Source: an optimization exercise on an open RTL-to-GDS flow (aim: small area, a short achievable clock period and few clock cycles per item). Production flows keep margins and buffers that such runs may drop.

==> flow/design.v <==
module sha1_core (
  input               clk,
  input               rst_n,
  input               din_vld,
  input       [31:0]  din,
  input               use_prec_cv,
  output  reg         busy,
  output  reg         dout_vld,
  output      [159:0] dout
  );
localparam  [31:0]  H0_INIT = 32'h67452301,
                    H1_INIT = 32'hefcdab89,
                    H2_INIT = 32'h98badcfe,
                    H3_INIT = 32'h10325476,
                    H4_INIT = 32'hc3d2e1f0;
localparam  [31:0]  K0 = 32'h5A827999,
                    K1 = 32'h6ED9EBA1,
                    K2 = 32'h8F1BBCDC,
                    K3 = 32'hCA62C1D6;
reg         run;
reg  [6:0]  q;
reg         hv;                    
reg         upc;                   
reg         ld2, l2h, l2i;         
reg         l1h, l1i;              
reg         fch, fpa, fmj;         
reg         fchb, fpab, fmjb;      
reg  [31:0] kr;                    
reg         drain, dnh;            
reg         dsb, dnhb;             
reg         unrot;                 
wire start  = din_vld & ~busy;
wire upc_in = use_prec_cv & hv;
wire [6:0] qn = start ? 7'd0 : (run ? q + 7'd1 : q);
wire       rn = start | (run & (q != 7'd85));
always @(posedge clk or negedge rst_n) begin
  if (~rst_n) begin
    run      <= 1'b0;
    q        <= 7'd0;
    hv       <= 1'b0;
    busy     <= 1'b0;
    dout_vld <= 1'b0;
    ld2      <= 1'b0;
    l2h      <= 1'b0;
    l2i      <= 1'b0;
    l1h      <= 1'b0;
    l1i      <= 1'b0;
    fch      <= 1'b0;
    fpa      <= 1'b0;
    fmj      <= 1'b0;
    fchb     <= 1'b0;
    fpab     <= 1'b0;
    fmjb     <= 1'b0;
    dsb      <= 1'b0;
    dnhb     <= 1'b0;
    drain    <= 1'b0;
    dnh      <= 1'b0;
    unrot    <= 1'b0;
  end else begin
    run      <= rn;
    q        <= qn;
    dout_vld <= run & (q == 7'd84);
    if (start) busy <= 1'b1;
    else if (run & (q == 7'd83)) busy <= 1'b0;
    if (run & (q == 7'd80)) hv <= 1'b1;
    ld2   <= start;
    l2h   <= start & upc_in;
    l2i   <= start & ~upc_in;
    l1h   <= ld2 & upc;
    l1i   <= ld2 & ~upc;
    fch   <= rn & (qn >= 7'd1)  & (qn <= 7'd20);
    fpa   <= rn & (((qn >= 7'd21) & (qn <= 7'd40)) | ((qn >= 7'd61) & (qn <= 7'd80)));
    fmj   <= rn & (qn >= 7'd41) & (qn <= 7'd60);
    fchb  <= rn & (qn <= 7'd20);
    fpab  <= rn & ((qn == 7'd0) | ((qn >= 7'd21) & (qn <= 7'd40)) | ((qn >= 7'd61) & (qn <= 7'd80)));
    fmjb  <= rn & ((qn == 7'd0) | ((qn >= 7'd41) & (qn <= 7'd60)));
    dsb   <= rn & (qn >= 7'd80) & (qn <= 7'd85);
    dnhb  <= rn & (qn >= 7'd80) & (qn <= 7'd85) & upc;
    drain <= rn & (qn >= 7'd80) & (qn <= 7'd84);
    dnh   <= rn & (qn >= 7'd80) & (qn <= 7'd84) & upc;
    unrot <= rn & ((qn == 7'd82) | (qn == 7'd83));
  end
end
always @(posedge clk) begin
  if (start) upc <= upc_in;
  kr <= ~rn          ? 32'd0 :
         (qn <= 7'd19) ? K0 :
         (qn <= 7'd39) ? K1 :
         (qn <= 7'd59) ? K2 :
         (qn <= 7'd79) ? K3 :
         upc           ? 32'd0 :
         (qn == 7'd80) ? H4_INIT :
         (qn == 7'd81) ? H3_INIT :
         (qn == 7'd82) ? H2_INIT :
         (qn == 7'd83) ? H1_INIT :
         (qn == 7'd84) ? H0_INIT : 32'd0;
end
reg  [31:0] w [0:15];
wire [31:0] wx   = w[13] ^ w[8] ^ w[2] ^ w[0];
wire [31:0] wnxt = {wx[30:0], wx[31]};
integer i;
always @(posedge clk) begin
  for (i = 0; i < 15; i = i + 1) w[i] <= w[i+1];
  w[15] <= din_vld ? din : wnxt;
end
reg  [31:0] h0, h1, h2, h3, h4;    
reg  [31:0] a, b, c, g, p;
function [31:0] rep(input s);
  rep = {32{s}};
endfunction
wire [31:0] fx  = a;
wire [31:0] fy  = {b[1:0], b[31:2]};
wire [31:0] fz  = c;
wire [31:0] yz  = fy ^ fz;
wire [31:0] sch = {{16{fchb}}, {16{fch}}};
wire [31:0] spa = {{16{fpab}}, {16{fpa}}};
wire [31:0] smj = {{16{fmjb}}, {16{fmj}}};
wire [31:0] fg  = (sch & fz) | (spa & yz) | (smj & fy & fz);
wire [31:0] fm  = spa | ((sch | smj) & yz);
wire [31:0] f   = fg ^ (fx & fm);
wire [31:0] a_nxt = {a[26:0], a[31:27]} + g;
wire [31:0] g_nxt = p + f;
wire [31:0] px    = (rep(~ld2) & c) | (rep(l2h) & h4) | (rep(l2i) & H4_INIT);
wire [31:0] sdr   = {{16{dsb}}, {16{drain}}};
wire [31:0] sdh   = {{16{dnhb}}, {16{dnh}}};
wire [31:0] py    = (~sdr & w[15]) | (sdh & h4);
wire [31:0] p_nxt = px + py + kr;
wire        lda = ld2 | l1h | l1i;
wire [31:0] rh2 = {h2[29:0], h2[31:30]};
wire [31:0] ri2 = {H2_INIT[29:0], H2_INIT[31:30]};
always @(posedge clk) begin
  a <= (rep(~lda) & a_nxt) | (rep(l2h) & h1) | (rep(l2i) & H1_INIT)
                           | (rep(l1h) & h0) | (rep(l1i) & H0_INIT);
  b <= (rep(~ld2) & a) | (rep(l2h) & rh2) | (rep(l2i) & ri2);
  c <= (rep(~ld2) & (unrot ? b : {b[1:0], b[31:2]})) | (rep(l2h) & h3) | (rep(l2i) & H3_INIT);
  g <= g_nxt;
  p <= p_nxt;
  if (drain) begin
    h0 <= p_nxt;
    h1 <= h0;
    h2 <= h1;
    h3 <= h2;
    h4 <= h3;
  end
end
assign dout = {h0, h1, h2, h3, h4};
endmodule
make LEC_CHECK=0 CAP_MARGIN=20 CORE_MARGIN=2 CORE_UTILIZATION=40 SETUP_SLACK_MARGIN=3.8 SLEW_MARGIN=20 finish   # period 7.0 ns
run.sh (not shown) runs the stock make flow with config.mk's settings and CLKGATE_MAP_FILE= SYNTH_SCRIPT=/design/flow/synth_recipe.tcl, a recipe that flattens the netlist after the stock synthesis.
Edit:
--- a/flow/design.v
+++ b/flow/design.v
@@ -22,15 +22,16 @@
 reg         hv;                    
 reg         upc;                   
 reg         ld2, l2h, l2i;         
 reg         l1h, l1i;              
 reg         fch, fpa, fmj;         
 reg         fchb, fpab, fmjb;      
-reg  [31:0] kr;                    
+reg         k0s, k1s, k2s, k3s;    
 reg         drain, dnh;            
 reg         dsb, dnhb;             
+reg  [4:0]  dni;                   
 reg         unrot;                 
 wire start  = din_vld & ~busy;
 wire upc_in = use_prec_cv & hv;
 wire [6:0] qn = start ? 7'd0 : (run ? q + 7'd1 : q);
 wire       rn = start | (run & (q != 7'd85));
 always @(posedge clk or negedge rst_n) begin
@@ -50,14 +51,19 @@
     fmj      <= 1'b0;
     fchb     <= 1'b0;
     fpab     <= 1'b0;
     fmjb     <= 1'b0;
     dsb      <= 1'b0;
     dnhb     <= 1'b0;
+    k0s      <= 1'b0;
+    k1s      <= 1'b0;
+    k2s      <= 1'b0;
+    k3s      <= 1'b0;
     drain    <= 1'b0;
     dnh      <= 1'b0;
+    dni      <= 5'd0;
     unrot    <= 1'b0;
   end else begin
     run      <= rn;
     q        <= qn;
     dout_vld <= run & (q == 7'd84);
     if (start) busy <= 1'b1;
@@ -73,30 +79,25 @@
     fmj   <= rn & (qn >= 7'd41) & (qn <= 7'd60);
     fchb  <= rn & (qn <= 7'd20);
     fpab  <= rn & ((qn == 7'd0) | ((qn >= 7'd21) & (qn <= 7'd40)) | ((qn >= 7'd61) & (qn <= 7'd80)));
     fmjb  <= rn & ((qn == 7'd0) | ((qn >= 7'd41) & (qn <= 7'd60)));
     dsb   <= rn & (qn >= 7'd80) & (qn <= 7'd85);
     dnhb  <= rn & (qn >= 7'd80) & (qn <= 7'd85) & upc;
+    k0s   <= rn & (qn <= 7'd19);
+    k1s   <= rn & (qn >= 7'd20) & (qn <= 7'd39);
+    k2s   <= rn & (qn >= 7'd40) & (qn <= 7'd59);
+    k3s   <= rn & (qn >= 7'd60) & (qn <= 7'd79);
     drain <= rn & (qn >= 7'd80) & (qn <= 7'd84);
     dnh   <= rn & (qn >= 7'd80) & (qn <= 7'd84) & upc;
+    dni   <= {(qn == 7'd84), (qn == 7'd83), (qn == 7'd82), (qn == 7'd81), (qn == 7'd80)}
+             & {5{rn & ~upc}};
     unrot <= rn & ((qn == 7'd82) | (qn == 7'd83));
   end
 end
 always @(posedge clk) begin
   if (start) upc <= upc_in;
-  kr <= ~rn          ? 32'd0 :
-         (qn <= 7'd19) ? K0 :
-         (qn <= 7'd39) ? K1 :
-         (qn <= 7'd59) ? K2 :
-         (qn <= 7'd79) ? K3 :
-         upc           ? 32'd0 :
-         (qn == 7'd80) ? H4_INIT :
-         (qn == 7'd81) ? H3_INIT :
-         (qn == 7'd82) ? H2_INIT :
-         (qn == 7'd83) ? H1_INIT :
-         (qn == 7'd84) ? H0_INIT : 32'd0;
 end
 reg  [31:0] w [0:15];
 wire [31:0] wx   = w[13] ^ w[8] ^ w[2] ^ w[0];
 wire [31:0] wnxt = {wx[30:0], wx[31]};
 integer i;
 always @(posedge clk) begin
@@ -115,19 +116,22 @@
 wire [31:0] sch = {{16{fchb}}, {16{fch}}};
 wire [31:0] spa = {{16{fpab}}, {16{fpa}}};
 wire [31:0] smj = {{16{fmjb}}, {16{fmj}}};
 wire [31:0] fg  = (sch & fz) | (spa & yz) | (smj & fy & fz);
 wire [31:0] fm  = spa | ((sch | smj) & yz);
 wire [31:0] f   = fg ^ (fx & fm);
+wire [31:0] k = (rep(k0s) & K0) | (rep(k1s) & K1) | (rep(k2s) & K2) | (rep(k3s) & K3);
+wire [31:0] ivd = (rep(dni[0]) & H4_INIT) | (rep(dni[1]) & H3_INIT) | (rep(dni[2]) & H2_INIT)
+                | (rep(dni[3]) & H1_INIT) | (rep(dni[4]) & H0_INIT);
 wire [31:0] a_nxt = {a[26:0], a[31:27]} + g;
 wire [31:0] g_nxt = p + f;
 wire [31:0] px    = (rep(~ld2) & c) | (rep(l2h) & h4) | (rep(l2i) & H4_INIT);
 wire [31:0] sdr   = {{16{dsb}}, {16{drain}}};
 wire [31:0] sdh   = {{16{dnhb}}, {16{dnh}}};
 wire [31:0] py    = (~sdr & w[15]) | (sdh & h4);
-wire [31:0] p_nxt = px + py + kr;
+wire [31:0] p_nxt = px + py + (k | ivd);
 wire        lda = ld2 | l1h | l1i;
 wire [31:0] rh2 = {h2[29:0], h2[31:30]};
 wire [31:0] ri2 = {H2_INIT[29:0], H2_INIT[31:30]};
 always @(posedge clk) begin
   a <= (rep(~lda) & a_nxt) | (rep(l2h) & h1) | (rep(l2i) & H1_INIT)
                            | (rep(l1h) & h0) | (rep(l1i) & H0_INIT);
The changed run went through all stages and came out clean.
Setup slack gets worse by 0.016 ns.
Maximum frequency came out lower by 0.42%.
Die area came out lower by 0.90%.
Global-route usage came out higher by 1.1 points.
Via count came out lower by 0.95%.
Critical path depth came out higher by 2.
Wire length came out higher by 4.0%.
Cell count came out lower by 1.3%.
Register-to-register slack gets worse by 0.02 ns.
Sequential share of layout area came out lower by 0.49 points.
Flip-flop and latch count came out lower by 18.
No run of this note included a check of the RTL's function; only the layout flow was run.

-- re-timing with driven ports --
How much do the figures lean on ideal ports? The routed layouts below were timed once more, with nothing changed but the port constraints. Step 1, drivers: a clkbuf_16 drives clk and a buf_2 each remaining input, both assumed. Step 2 times the ports against the registers' clock, not the clock port: input delays grow and output delays shrink by t, the midpoint of the rising clock arrivals with the driver on. a / b / c = ideal / step 1 / step 2; a / b = the first two.
run | t, ns | setup WS [ns] | latest minus earliest clock arrival (ns)
the first run | 0.697 | 3.120 / 3.120 / 3.120 | 0.024 / 0.024
the second run | 0.714 | 3.104 / 3.104 / 3.104 | 0.035 / 0.035
After both steps setup and hold are still met in every run listed.
